This is an optimization exercise on Yosys and OpenROAD, whose aim is small area, not a production implementation. Function was checked by simulation only, so behaviour that the tests miss may differ from the original. No activity file was given, so power comes from the tool's default toggle rates.

Setup of v6:
==> module RegFile, before the edit <==
module RegFile(
    input clk, reset, rg_wrt_en,
    input [4:0] rg_rd_addr1, rg_rd_addr2, rg_wrt_addr,
    input [31:0] rg_wrt_data,
    output wire [31:0] rg_rd_data1, rg_rd_data2
    );
    wire [31:0] we, hold, valid;
    wire [31:0] sel1, sel2;
    wire [1023:0] q;
    WriteDec wdec (
        .clk(clk), .reset(reset), .en(rg_wrt_en), .addr(rg_wrt_addr),
        .we(we), .hold(hold), .valid(valid)
    );
    ReadDec rdec1 (.addr(rg_rd_addr1), .valid(valid), .sel(sel1));
    ReadDec rdec2 (.addr(rg_rd_addr2), .valid(valid), .sel(sel2));
    genvar k, j;
    generate
        for (k = 0; k < 32; k = k + 1) begin : row
            for (j = 0; j < 32; j = j + 1) begin : b
                RegBit r (
                    .clk(clk), .we(we[k]), .hold(hold[k]),
                    .d(rg_wrt_data[j]), .q(q[32*k + j])
                );
            end
        end
    endgenerate
    ReadMux rmux1 (.sel(sel1), .q(q), .y(rg_rd_data1));
    ReadMux rmux2 (.sel(sel2), .q(q), .y(rg_rd_data2));
endmodule
==> module WriteDec, before the edit <==
module WriteDec (
    input clk, reset, en,
    input [4:0] addr,
    output [31:0] we, hold,
    output reg [31:0] valid
);
    genvar k;
    generate
        for (k = 0; k < 32; k = k + 1) begin : dec
            assign we[k]   = en & (addr == k);
            assign hold[k] = ~(en & (addr == k));
        end
    endgenerate
    always @ (posedge reset or posedge clk)
        if (reset) valid <= 32'h0;
        else       valid <= valid | we;
endmodule
==> module ReadDec, before the edit <==
module ReadDec (
    input [4:0] addr,
    input [31:0] valid,
    output [31:0] sel
);
    genvar k;
    generate
        for (k = 0; k < 32; k = k + 1) begin : dec
            assign sel[k] = valid[k] & (addr == k);
        end
    endgenerate
endmodule
export LEC_CHECK = 0
export CAP_MARGIN = 20
export CORE_MARGIN = 2
export CORE_UTILIZATION = 50
export CTS_CLUSTER_DIAMETER = 100
export CTS_CLUSTER_SIZE = 24
export SLEW_MARGIN = 20
export SYNTH_HIERARCHICAL = 1
create_clock -name core_clock -period 14.0 [get_ports {clk}]
standard.sh (not shown) runs the stock make flow with config.mk's settings and CLKGATE_MAP_FILE= SYNTH_SCRIPT=/design/flow/synth_recipe.tcl, a recipe that flattens the netlist after the stock synthesis.
==> flow/flow/run.sh <==
#!/bin/bash
set -euo pipefail
export BUFFER_PORTS_ARGS="-buffer_cell sky130_fd_sc_hd__buf_1"
bash standard.sh > standard.log 2>&1
Edits applied to the flow inputs when going from v6 to v7:
--- a/flow/design.v
+++ b/flow/design.v
@@ -322,13 +322,13 @@
     output wire [31:0] rg_rd_data1, rg_rd_data2
     );
-    wire [31:0] we, hold, valid;
+    wire [31:0] we, hold;
     wire [31:0] sel1, sel2;
     wire [1023:0] q;
     WriteDec wdec (
-        .clk(clk), .reset(reset), .en(rg_wrt_en), .addr(rg_wrt_addr),
-        .we(we), .hold(hold), .valid(valid)
+        .reset(reset), .en(rg_wrt_en), .addr(rg_wrt_addr),
+        .we(we), .hold(hold)
     );
-    ReadDec rdec1 (.addr(rg_rd_addr1), .valid(valid), .sel(sel1));
-    ReadDec rdec2 (.addr(rg_rd_addr2), .valid(valid), .sel(sel2));
+    ReadDec rdec1 (.addr(rg_rd_addr1), .sel(sel1));
+    ReadDec rdec2 (.addr(rg_rd_addr2), .sel(sel2));
     genvar k, j;
     generate
@@ -346,23 +346,19 @@
 endmodule
 module WriteDec (
-    input clk, reset, en,
+    input reset, en,
     input [4:0] addr,
-    output [31:0] we, hold,
-    output reg [31:0] valid
+    output [31:0] we, hold
 );
+    wire wen = en & ~reset;
     genvar k;
     generate
         for (k = 0; k < 32; k = k + 1) begin : dec
-            assign we[k]   = en & (addr == k);
-            assign hold[k] = ~(en & (addr == k));
+            assign we[k]   = wen & (addr == k);
+            assign hold[k] = ~(wen & (addr == k)) & ~reset;
         end
     endgenerate
-    always @ (posedge reset or posedge clk)
-        if (reset) valid <= 32'h0;
-        else       valid <= valid | we;
 endmodule
 module ReadDec (
     input [4:0] addr,
-    input [31:0] valid,
     output [31:0] sel
 );
@@ -370,5 +366,5 @@
     generate
         for (k = 0; k < 32; k = k + 1) begin : dec
-            assign sel[k] = valid[k] & (addr == k);
+            assign sel[k] = (addr == k);
         end
     endgenerate
Findings:
Looking at area growth from synthesis to layout, v7 sits above v6. Compared with v6, in v7 final standard cell count with taps included and fillers excluded went down by 119, worst path setup slack after routing went up by 0.67 ns. Per the comparison of v7 with v6, pin count of the biggest net entering global routing now sits higher, via total after detailed routing now sits lower, worst-case headroom to the max-slew limit now sits lower, sequential cell count now sits lower. The critical path launch point comes out instruction[24] in one run and instruction[21] in the other, namely in v7 and v6 respectively. | power per cell area | lower: v7 |. Taking v6 as the reference, in v7 area of all placed cells without fillers fell by 1.3%, synthesized area fell by about 2.8%, share of total power in combinational logic rose by 2.3 points, routed wire length fell by about 4%.

-- port drivers added, routing unchanged --
No port has a modelled driver above. Below, the same layouts with a new extraction and two added sets of constraints. Step 1, drivers: a clkbuf_16 drives clk and a buf_2 each remaining input, both assumed. Step 2, shift: input delay + t, output delay - t, t = (earliest + latest rising clock arrival at the registers) / 2. This alone moves slack from input paths to output paths. Slacks: ideal ports / drivers / drivers and shift; pairs: ideal ports / drivers.
run	t, ns	setup slack, ns	worst setup path at the end
v6	0.756	1.717 / 1.684 / 1.684	input to output
v7	0.740	2.386 / 2.274 / 2.274	input to output
After both steps setup and hold are still met in every run listed. For v7, which loses most, drivers alone change the setup slack by -0.112 ns; drivers and shift together by -0.112 ns.
